What follows belongs to an exercise in optimizing a design on an open flow for small area; a production flow would make more cautious choices. In this exercise RTL edits were held to simulation tests only and were not proved equivalent to the original. Power and IR drop assume default switching activity.

==> flow/design.v, too long to show whole: its modules and the start of the top module <==
// module multiplier: 1613 lines
// module mul_fa: 4 lines
// module mul_xor: 3 lines
// module mul_xnor: 3 lines
// module mul_or: 3 lines
// module mul_nor: 3 lines
module multiplier #(
    parameter LOGDEPTH = 6,
    parameter WIDTH = 32
) (
    input  logic                    clk,
    input  logic                    rst,
    input  logic                    EN_mult,
    output logic                    EN_writeMem,
    output logic [LOGDEPTH-1:0]     writeMem_addr,
    input  logic [16-1:0]           mult_input0,
    input  logic [16-1:0]           mult_input1,
    output logic [WIDTH-1:0]        writeMem_val,
    output logic                    RDY_mult,
    input  logic                    EN_blockRead,
    output logic                    VALID_memVal,
    output logic [WIDTH-1:0]        memVal_data,
    output logic                    EN_readMem,
    output logic [LOGDEPTH-1:0]     readMem_addr,
    input  logic [WIDTH-1:0]        readMem_val
);
  // ...
==> flow/flow/run.sh <==
#!/bin/bash
# The standard layout (the standard.sh, which runs ORFS) with these changes:
#  - the port buffers are buf_1 cells (buffer_ports picks a larger delay cell by default);
#  - clock tree synthesis inserts no dummy loads and uses the clock buffers and
#    sink clusters given in CTS_ARGS;
#  - the other ORFS settings given below.
# Each make run writes its full output to its own log in this folder.
set -euo pipefail
ARGS=(
  BUFFER_PORTS_ARGS="-buffer_cell sky130_fd_sc_hd__buf_1"
  CTS_ARGS="-sink_clustering_enable -repair_clock_nets -dont_use_dummy_load -buf_list {sky130_fd_sc_hd__clkbuf_16} -sink_clustering_size 30 -sink_clustering_max_diameter 100"
  REMOVE_ABC_BUFFERS=1 RECOVER_POWER=100
)
bash standard.sh "${ARGS[@]}" finish > standard.log 2>&1
==> flow/standard.sh <==
#!/bin/bash
# synth_recipe.tcl (not shown) runs the flow's synth.tcl, then flattens the netlist and writes it again
# the make line also repeats each setting of config.mk as NAME=value (left out here)
make -C /OpenROAD-flow-scripts/flow DESIGN_CONFIG=/design/flow/config.mk WORK_HOME=/design/flow/orfs CLKGATE_MAP_FILE= SYNTH_SCRIPT=/design/flow/synth_recipe.tcl "${@:-finish}"
==> flow/config.mk <==
export PLATFORM = sky130hd
export DESIGN_NAME = multiplier
export DESIGN_NICKNAME = multiplier
export VERILOG_FILES = /design/flow/design.v
export SDC_FILE = /design/flow/constraint.sdc
export NUM_CORES = 4
export LEC_CHECK = 0
export CAP_MARGIN = 20
export CORE_MARGIN = 2
export CORE_UTILIZATION = 80
export GPL_TIMING_DRIVEN = 0
export SETUP_SLACK_MARGIN = 0.1
export SLEW_MARGIN = 20
export SYNTH_HIERARCHICAL = 1
export SYNTH_MINIMUM_KEEP_SIZE = 0
==> flow/constraint.sdc <==
create_clock -name core_clock -period 4.0 [get_ports {clk}]
set_input_delay 0.8000 -clock core_clock [delete_from_list [all_inputs] [get_ports {clk}]]
set_output_delay 0.8000 -clock core_clock [all_outputs]
set_load 0.01 [all_outputs]
==> flow_summary.ini, run 1 <==
[drt]
dr_wl_met3_um = 4120
ant_nets = 0

[place]
dp.cells = 1331
hpwl_um = 19200

[synth]
syn_avg_cell_area_um2 = 12.5
synth-compound-area-share_pct = 2.04
yosys.cell_count.top_type = dfxtp_1
synth_top_family_by_area = adder cells
async_flop_share_pct = 0
synthDistinctLibCells = 33
synth_common_cells = dfxtp_1, nand2_1, fa_1
synthCells = 1125

[timing]
finalSetupViolCount = 1
hold_viol_final = 0
clock_skew_ns = 0.0206
setup_ws_ns = -0.00559
slew_headroom_pct = 39.6

[outcome]
so_faults = negative setup slack
outcome = complete, but fails checks

[power_and_ir_drop]
powerComb_mw = 2.89
internal-power_mw = 6.12
p_leak_nw = 5.56
power_density_nw_per_um2 = 624
seq_power_mw = 4.48
power_leader = sequential cells

[layout]
inverters_excl_clock = 18
seq_share_pct = 49.4
dominant_cells = sequential cells
final_area_um2 = 14500

[global_routing]
grt_use_met2_pct = 57.9
antenna_found_initial = 0
grt_start_max_net_pins = 31

[run]
maxCapViolCount = 0

[worst_setup_path]
path_buf_inv = 0
reg2reg_to = mq_32
end_kind = flip-flop
startpoint = b_q[7][4]
crit_family = adder cells

[floorplan]
die_w_um = 136

[worst_hold_path]
hp-start = a_q[2][7]

[clocking]
htreeDepth = 1
==> run 2: changes to the inputs <==
--- a/flow/flow/run.sh
+++ b/flow/flow/run.sh
@@ -10,4 +10,4 @@
   BUFFER_PORTS_ARGS="-buffer_cell sky130_fd_sc_hd__buf_1"
-  CTS_ARGS="-sink_clustering_enable -repair_clock_nets -dont_use_dummy_load -buf_list {sky130_fd_sc_hd__clkbuf_16} -sink_clustering_size 30 -sink_clustering_max_diameter 100"
-  REMOVE_ABC_BUFFERS=1 RECOVER_POWER=100
+  CTS_ARGS="-sink_clustering_enable -repair_clock_nets -dont_use_dummy_load -root_buf sky130_fd_sc_hd__clkbuf_8 -buf_list {sky130_fd_sc_hd__clkbuf_8} -sink_clustering_size 20 -sink_clustering_max_diameter 60"
+  REMOVE_ABC_BUFFERS=1
 )
--- a/flow/config.mk
+++ b/flow/config.mk
@@ -9,3 +9,3 @@
 export CORE_MARGIN = 2
-export CORE_UTILIZATION = 80
+export CORE_UTILIZATION = 70
 export GPL_TIMING_DRIVEN = 0
==> flow_summary.ini, run 2 <==
[global_routing]
antenna_found_initial = 0
overflow = 0
grt_pass1_wl_um = 39500
grt_start_max_net_pins = 21
track_usage_pct = 23.9
grt_pass1_vias = 7795

[synth]
synth_edf_count = 0
synthTopCellsByArea = dfxtp_1, fa_1, nand2_1, buf_4, xnor2_1
ys_seq_area_share_pct = 50.7
yosys.cell_count.top_type = dfxtp_1
synthCells = 1125
netlist_area_um2 = 14000
yosysWarnings = 9
synthDistinctLibCells = 33
synth_common_cells = dfxtp_1, nand2_1, fa_1
yosysTopAreaCellShare_pct = 50.7
syn_avg_cell_area_um2 = 12.5
async_flop_share_pct = 0
synthFlopType = dfxtp_1
synth_top_area_cell = dfxtp_1
ys_ff_latch = 355

[outcome]
outcome = no timing/DRC/antenna violations

[timing]
setup_ws_ns = 0.223
tightest_slew_ns = 0.842
finalSetupViolCount = 0
finalCriticalPeriod_ns = 3.78
fin_crit_sh_pct = 94.4
max_freq_mhz = 265
rsz0062_at_grt = yes
slew_headroom_pct = 43.8
report.final.slew_viol_count = 0
clock_skew_ns = 0.0689
hold_ws_ns = 0.251
tns_ns = 0
hold_viol_final = 0

[clocking]
clock-sinks = 355
htreeDepth = 1
cts_hold_buffers = 0
post_cts_buffers = 0
cts_inserted_buffers = 24
clock_path_buffers = 3
tritoncts = built
clock_insertion_delay_worst_skew_ns = 0.56
path_clk_slew_ns = 0.10
cts_root_buffer = clkbuf_8

[worst_setup_path]
r2r_start = a_q[7][12]
end_kind = flip-flop
critPathCapture = mq_28
reg2reg_to = mq_28
startpoint = a_q[7][12]
ff2ff_setup_slack_ns = 0.22
cp-start-kind = flip-flop
path_class = reg -> reg
rr_worst_depth = 7
crit_arrival_ns = 4.22
crit_path_max_fanout = 16
worst_ep_required_time_ns = 4.45

[floorplan]
die-height_um = 146
num_rows = 51
pin_count = 148
initial_utilization_pct = 71.8
die_area_um2 = 21200
die_w_um = 146
core_um2 = 19500

[place]
pre_cts_slack_ns = 0.0135
hpwl_um = 17100
gp_congestion = 0.887
port_buffers = 83
place_area_um2 = 14100

[drt]
via_count = 7425
vias_per_cell = 5.32
routed_wl_um = 24400
drt_iter0_markers = 418
ant_nets = 0
wire_per_inst_um = 17.5
route.detailed.drc = 0
drt_pass1_iterations = 5

[run]
maxCapViolCount = 0

[layout]
final_area_um2 = 14500
num_antenna_cells = 0
layout_common_cells = dfxtp_1, nand2_1, fa_1
finalNetCount = 1415
fillers = 1297
drive_above_1_share_pct = 4.07
layout_commonest_cell = dfxtp_1
synthToLayoutAreaGrowth_pct = 3.33
reg_top3 = a_q x128, b_q x128, writeMem_val x32

[power_and_ir_drop]
p_leak_nw = 5.56
power_density_nw_per_um2 = 600
ir_drop_v = 0.000465

[worst_hold_path]
hold_class = reg -> reg
run 2: layout make-up:
type | count | area, µm² | share of cell area, %
Clock buffer | 24 | 330 | 2.28
Inverter | 18 | 67.6 | 0.467
Multi-Input combinational cell | 650 | 6320 | 43.6
Sequential cell | 355 | 7130 | 49.2
Tap cell | 265 | 332 | 2.29
Timing Repair Buffer | 83 | 312 | 2.15
run 2: timing repair:
action / in CTS / in global routing
gates cloned: 0 / 0
hold endpoints to repair: 0 / 0
setup endpoints to repair: 6 / 10
resized for setup: 7 / 8
run 2: worst max-delay path, cell delays in order (launching register included):
cell and delay (ns):
dfxtp_1 0.83, nand2_1 0.19, or2_1 0.29, fa_1 0.49, fa_1 0.52, fa_1 0.40, fa_1 0.53, fa_1 0.41
run 2: per-module statistics from Yosys, one instance, submodules excluded:
| module | flops+latches | cells |
|---|---|---|
| mul_nor | 0 | 1 |
| mul_or | 0 | 1 |
| mul_xor | 0 | 1 |
| multiplier | 355 | 845 |
| mul_xnor | 0 | 1 |
| mul_fa | 0 | 1 |
run 2: per-stage QoR:
step                cells  power (mW)  util, %
global placement     1371        7.19     72.4
detailed placement   1371        7.31     72.4
global route         1395        9.36     74.2
CTS                  1395        8.78     74.1
finish               1395        8.70     74.2
floorplan            1023        6.51        -
run 2: worst min-delay path by stage:
stage | start | to | slack [ns] | cells after the start
3_5_place_dp | a_q[1][8] | a_q[2][8] | 0.31 | 0
3_3_place_gp | a_q[2][1] | a_q[3][1] | 0.31 | 0
2_1_floorplan | a_q[0][0] | a_q[1][0] | 0.31 | 0
5_1_grt | a_q[2][2] | a_q[3][2] | 0.26 | 0
4_1_cts | b_q[6][10] | b_q[7][10] | 0.25 | 0
6_report | b_q[6][10] | b_q[7][10] | 0.25 | 0
run 2: cells by family after synthesis:
family          share of synthesized area (%)
simple gates                             9.69
fa+ha+maj                                29.9
xor+xnor                                 3.44
buf+inv                                  4.23
flops                                    50.7
compound gates                           2.04
run 2: where the power goes:
group          internal, mW  total [mW]  switching [mW]
clock                 0.538        1.49           0.948
combinational          1.27        2.75            1.48
sequential             4.15        4.46           0.308
total                  5.96        8.70            2.74
run 2: layer usage:
layer  track usage [%]  up-vias  wire (µm)  share of wire [%]
li1                  -     3359          -                  -
met1              31.1     3623       9930                 41
met2              38.2      395      11200                 46
met3              8.46       48       2700                 11
met4              7.21        0        567                2.3
met5              2.50        -          0                  0
==> run 3: changes to the inputs <==
--- a/flow/flow/run.sh
+++ b/flow/flow/run.sh
@@ -10,3 +10,3 @@
   BUFFER_PORTS_ARGS="-buffer_cell sky130_fd_sc_hd__buf_1"
-  CTS_ARGS="-sink_clustering_enable -repair_clock_nets -dont_use_dummy_load -root_buf sky130_fd_sc_hd__clkbuf_8 -buf_list {sky130_fd_sc_hd__clkbuf_8} -sink_clustering_size 20 -sink_clustering_max_diameter 60"
+  CTS_ARGS="-sink_clustering_enable -repair_clock_nets -dont_use_dummy_load -root_buf sky130_fd_sc_hd__clkbuf_8 -buf_list {sky130_fd_sc_hd__clkbuf_4} -sink_clustering_size 11 -sink_clustering_max_diameter 45"
   REMOVE_ABC_BUFFERS=1
==> flow_summary.ini, run 3 <==
[worst_setup_path]
r2r_start = b_q[7][9]
startpoint = b_q[7][9]
reg2reg_to = mq_30
rr_worst_depth = 7
path_class = reg -> reg
path_buf_inv = 0
crit_arrival_ns = 4.13
ff2ff_setup_slack_ns = 0.19
end_kind = flip-flop
cp_num_cells = 7
crit_family = adder cells
cp-start-kind = flip-flop
slowest_stage = dfxtp_2
crit_chain = nand2_1 -> fa_1 -> fa_1 -> fa_1 -> fa_1 -> fa_1 -> fa_1
critPathCapture = mq_30
crit_path_max_fanout = 16
crit_top_cell = fa_1
worst_ep_required_time_ns = 4.32
max_stage_delay_ns = 0.63

[timing]
rsz0062_at_grt = no
fin_crit_sh_pct = 95.2
tns_ns = 0
tightest_slew_ns = 0.826
finalSetupViolCount = 0
hold_viol_final = 0
finalCriticalPeriod_ns = 3.81
report.final.slew_viol_count = 0
clock_skew_ns = 0.0765
max_freq_mhz = 263
slew_headroom_pct = 44.9

[floorplan]
num_rows = 51
die_w_um = 146
initial_utilization_pct = 71.8
die_area_um2 = 21200
pin_count = 148
core_um2 = 19500
die-height_um = 146

[drt]
via_count = 7595
vias_per_cell = 5.38
wl_met2_um = 11200
route.detailed.drc = 0
drt_pass1_iterations = 5
drt_iter0_markers = 453
m1WireLength_um = 9840
dr_wl_met3_um = 3050
routed_wl_um = 24600
ant_nets = 0
wire_per_inst_um = 17.4
top_layer = met5

[clocking]
cts_inserted_buffers = 41
clock_path_buffers = 3
htreeDepth = 2
cts_hold_buffers = 0
clock_insertion_delay_worst_skew_ns = 0.53
clock-sinks = 355
post_cts_resized = 12
tritoncts = built
cts_root_buffer = clkbuf_8
post_cts_buffers = 0
path_clk_slew_ns = 0.10

[power_and_ir_drop]
ir_drop_v = 0.000430
p_leak_nw = 5.58
power_density_nw_per_um2 = 601

[synth]
ys_seq_area_share_pct = 50.7
ys_ff_latch = 355
async_flop_share_pct = 0
yosys.cell_count.top_type = dfxtp_1
synthFlopType = dfxtp_1
syn_avg_cell_area_um2 = 12.5
synthCells = 1125
synth_common_cells = dfxtp_1, nand2_1, fa_1
yosysWarnings = 9
synth_top_area_cell = dfxtp_1
netlist_area_um2 = 14000
yosysTopAreaCellShare_pct = 50.7
synthTopCellsByArea = dfxtp_1, fa_1, nand2_1, buf_4, xnor2_1
synth_edf_count = 0
synthDistinctLibCells = 33

[global_routing]
grt_pass1_vias = 7946
track_usage_pct = 24.2
antenna_found_initial = 0
grt_start_max_net_pins = 17
overflow = 0
grt_pass1_wl_um = 39800

[place]
port_buffers = 83
gp_congestion = 0.887
hpwl_um = 17100
dp.cells = 1371

[worst_hold_path]
hold_class = reg -> reg

[layout]
drive_above_1_share_pct = 5.84
reg_top3 = a_q x128, b_q x128, writeMem_val x32
finalNetCount = 1432
fin_cells = 1412
utilization_pct = 74.3
layout_commonest_cell = dfxtp_1
synthToLayoutAreaGrowth_pct = 3.45
num_antenna_cells = 0
layout_common_cells = dfxtp_1, nand2_1, fa_1

[outcome]
outcome = no timing/DRC/antenna violations

[run]
maxCapViolCount = 0
==> run 3: routing by layer <==
layer | up-vias | GRT usage, %
li1 | 3412 | -
met1 | 3697 | 30.9
met2 | 429 | 38.1
met3 | 55 | 10.0
met4 | 2 | 7.55
met5 | - | 2.05
==> run 3: cells by family (layout without fill, tap and decap cells) <==
group	count (synthesis)	in the layout	synth area share [%]
xor gates and xnor gates	55	55	3.44
AOI/OAI and AO/OA	38	38	2.04
adders and majority gates	215	215	29.9
and+or+nand+nor	342	342	9.69
buffers and inverters	120	142	4.23
DFF	355	355	50.7
==> run 3: worst min-delay path by stage <==
stage / start / end / slack [ns] / cells after the start
floorplan: a_q[0][0] / a_q[1][0] / 0.31 / 0
global placement: a_q[2][1] / a_q[3][1] / 0.31 / 0
detailed placement: a_q[1][8] / a_q[2][8] / 0.31 / 0
CTS: b_q[6][10] / b_q[7][10] / 0.24 / 0
global route: b_q[6][10] / b_q[7][10] / 0.24 / 0
finish: b_q[6][10] / b_q[7][10] / 0.25 / 0
==> run 3: report_power, final <==
part	total (mW)	switching, mW	internal, mW
registers	4.46	0.310	4.15
logic	2.75	1.48	1.27
clock network	1.50	0.970	0.532
total	8.71	2.76	5.95
==> run 3: cell type report <==
type	count	area, µm²
Timing Repair Buffer	83	312
Tap cell	265	332
Fill cell	1319	5030
Inverter	18	67.6
Multi-Input combinational cell	650	6320
Sequential cell	355	7130
Clock buffer	41	339
==> run 3: metrics by stage <==
stage / setup slack, ns / hold slack [ns] / power [mW] / cell area [µm²]
after global placement: 0.0182 / 0.310 / 7.19 / 14100
after global routing: 0.103 / 0.235 / 9.42 / 14500
after detailed placement: 0.0135 / 0.312 / 7.31 / 14100
after floorplan: 0.512 / 0.310 / 6.51 / 13500
final: 0.194 / 0.248 / 8.71 / 14500
after CTS: 0.135 / 0.235 / 8.82 / 14500
==> run 3: Yosys stat by module (local to each module, per instance) <==
module / copies in the design / cells inside
mul_fa: 200 / 1
mul_nor: 24 / 1
mul_or: 16 / 1
mul_xnor: 16 / 1
mul_xor: 24 / 1
multiplier: 1 / 845
==> run 4: changes to the inputs <==
--- a/flow/flow/run.sh
+++ b/flow/flow/run.sh
@@ -10,3 +10,3 @@
   BUFFER_PORTS_ARGS="-buffer_cell sky130_fd_sc_hd__buf_1"
-  CTS_ARGS="-sink_clustering_enable -repair_clock_nets -dont_use_dummy_load -root_buf sky130_fd_sc_hd__clkbuf_8 -buf_list {sky130_fd_sc_hd__clkbuf_4} -sink_clustering_size 11 -sink_clustering_max_diameter 45"
+  CTS_ARGS="-sink_clustering_enable -repair_clock_nets -dont_use_dummy_load -root_buf sky130_fd_sc_hd__clkbuf_8 -buf_list {sky130_fd_sc_hd__clkbuf_8} -sink_clustering_size 18 -sink_clustering_max_diameter 70"
   REMOVE_ABC_BUFFERS=1
==> flow_summary.ini, run 4 <==
[worst_setup_path]
crit_family = adder cells
rr_worst_depth = 7
path_buf_inv = 0
end_kind = flip-flop
crit_top_cell = fa_1
path_class = reg -> reg
critPathCapture = mq_30
worst_ep_required_time_ns = 4.43
crit_path_max_fanout = 16
cp_num_cells = 7
cp-start-kind = flip-flop
slowest_stage = dfxtp_1
crit_chain = nand2_1 -> or2_1 -> fa_1 -> fa_1 -> fa_1 -> fa_1 -> fa_1
max_stage_delay_ns = 0.83
ff2ff_setup_slack_ns = 0.23
reg2reg_to = mq_30
r2r_start = a_q[7][12]
startpoint = a_q[7][12]
crit_arrival_ns = 4.20

[timing]
max_freq_mhz = 265
report.final.slew_viol_count = 0
finalSetupViolCount = 0
tightest_slew_ns = 0.834
clock_skew_ns = 0.0277
tns_ns = 0
rsz0062_at_grt = yes
fin_crit_sh_pct = 94.2
finalCriticalPeriod_ns = 3.77
slew_headroom_pct = 44.3
hold_viol_final = 0

[global_routing]
track_usage_pct = 23.9
overflow = 0
grt_pass1_wl_um = 39500
grt_pass1_vias = 7772
antenna_found_initial = 0
grt_start_max_net_pins = 19

[synth]
synthTopCellsByArea = dfxtp_1, fa_1, nand2_1, buf_4, xnor2_1
synthFlopType = dfxtp_1
synth_common_cells = dfxtp_1, nand2_1, fa_1
yosysTopAreaCellShare_pct = 50.7
yosys.cell_count.top_type = dfxtp_1
async_flop_share_pct = 0
synthDistinctLibCells = 33
synth_top_area_cell = dfxtp_1
syn_avg_cell_area_um2 = 12.5
yosysWarnings = 9
synthCells = 1125
ys_ff_latch = 355
netlist_area_um2 = 14000
ys_seq_area_share_pct = 50.7
synth_edf_count = 0

[clocking]
path_clk_slew_ns = 0.09
post_cts_buffers = 0
post_cts_resized = 8
clock-sinks = 355
cts_hold_buffers = 0
htreeDepth = 1
clock_insertion_delay_worst_skew_ns = 0.56
cts_inserted_buffers = 23
cts_root_buffer = clkbuf_8
clock_path_buffers = 3
tritoncts = built

[drt]
wire_per_inst_um = 17.4
routed_wl_um = 24300
via_count = 7470
drt_iter0_markers = 460
drt_pass1_iterations = 8
ant_nets = 0
route.detailed.drc = 0
vias_per_cell = 5.36

[layout]
layout_common_cells = dfxtp_1, nand2_1, fa_1
reg_top3 = a_q x128, b_q x128, writeMem_val x32
layout_commonest_cell = dfxtp_1
utilization_pct = 74.1
synthToLayoutAreaGrowth_pct = 3.22
finalNetCount = 1414
num_antenna_cells = 0
drive_above_1_share_pct = 3.90

[floorplan]
die_area_um2 = 21200
die-height_um = 146
die_w_um = 146
num_rows = 51
initial_utilization_pct = 71.8
pin_count = 148
core_um2 = 19500

[place]
gp_congestion = 0.887
hpwl_um = 17100
port_buffers = 83

[power_and_ir_drop]
ir_drop_v = 0.000482
power_density_nw_per_um2 = 599
power_mw = 8.67
p_leak_nw = 5.55

[run]
maxCapViolCount = 0

[outcome]
outcome = no timing/DRC/antenna violations

[worst_hold_path]
hold_class = reg -> reg
## run 4: cell counts after synthesis
Identical to the previous run, type by type.
## run 4: report_power, final
group	switching [mW]	internal [mW]	total, mW
logic	1.48	1.27	2.75
clock network	0.941	0.518	1.46
registers	0.308	4.15	4.46
total	2.73	5.94	8.67
## run 4: cells by family after synthesis
group                    synth area share, %
XOR/XNOR                                3.44
buffers and inverters                   4.23
flip-flops                              50.7
AO/OA/AOI/OAI                           2.04
AND/OR/NAND/NOR                         9.69
adder cells (fa/ha/maj)                 29.9
## run 4: per-module statistics from Yosys (local to each module, per instance)
module | copies in the design | cell area [µm²]
mul_xor | 24 | 8.76
mul_or | 16 | 6.26
mul_fa | 200 | 20.0
mul_nor | 24 | 3.75
multiplier | 1 | 9470
mul_xnor | 16 | 8.76
## run 4: layout make-up
type / count / area (µm²)
Fill cell: 1313 / 5060
Inverter: 18 / 67.6
Sequential cell: 355 / 7120
Tap cell: 265 / 332
Clock buffer: 23 / 317
Multi-Input combinational cell: 650 / 6320
Timing Repair Buffer: 83 / 312
## run 4: worst register-to-register path: stages (launching register included)
cell	delay [ns]
dfxtp_1	0.83
nand2_1	0.19
or2_1	0.29
fa_1	0.50
fa_1	0.46
fa_1	0.43
fa_1	0.52
fa_1	0.43
## run 4: worst min-delay path by stage
| stage | startpoint | slack (ns) | endpoint | cells past startpoint |
|---|---|---|---|---|
| 2_1_floorplan | a_q[0][0] | 0.31 | a_q[1][0] | 0 |
| 3_3_place_gp | a_q[2][1] | 0.31 | a_q[3][1] | 0 |
| 3_5_place_dp | a_q[1][8] | 0.31 | a_q[2][8] | 0 |
| 4_1_cts | mult_input1[10] | 0.30 | b_q[0][10] | 1 |
| 5_1_grt | mult_input0[9] | 0.30 | a_q[0][9] | 1 |
| 6_report | b_q[5][8] | 0.31 | b_q[6][8] | 0 |
## run 4: per-stage QoR
step	hold WS, ns	area [µm²]	cells	worst slack (ns)
2_1_floorplan	0.310	13500	1023	0.512
3_3_place_gp	0.310	14100	1371	0.0182
3_5_place_dp	0.312	14100	1371	0.0135
4_1_cts	0.298	14500	1394	0.104
5_1_grt	0.305	14500	1394	0.0635
6_report	0.311	14500	1394	0.231
## run 4: layer usage
| layer | up-vias | global-route usage, % | wire length, µm |
|---|---|---|---|
| met2 | 415 | 37.9 | 11200 |
| met4 | 0 | 6.42 | 541 |
| met1 | 3641 | 31.8 | 9650 |
| met5 | - | 2.27 | 0 |
| met3 | 57 | 8.34 | 2940 |
| li1 | 3357 | - | - |

## re-timing with driven ports
The results above use ideal ports. As a check the final layouts listed here were re-extracted and re-timed, cells and wires unchanged. Step 1 (the two cells are an assumption about what drives the block):
set clk [get_ports {clk}]
set_driving_cell -lib_cell sky130_fd_sc_hd__clkbuf_16 $clk
set_driving_cell -lib_cell sky130_fd_sc_hd__buf_2 [delete_from_list [all_inputs] $clk]
Step 2, shift: input delay + t, output delay - t, t = (earliest + latest rising clock arrival at the registers) / 2. This alone moves slack from input paths to output paths. Slacks: ideal ports / drivers / drivers and shift; pairs: ideal ports / drivers.
run | shift t [ns] | setup slack, ns | worst register clock-pin slew, ns
run 1 | 0.539 | -0.006 / -0.006 / -0.006 | 0.11 / 0.11
run 2 | 0.572 | 0.223 / 0.223 / 0.223 | 0.11 / 0.11
run 3 | 0.539 | 0.194 / 0.194 / 0.194 | 0.11 / 0.11
run 4 | 0.586 | 0.231 / 0.231 / 0.231 | 0.10 / 0.10
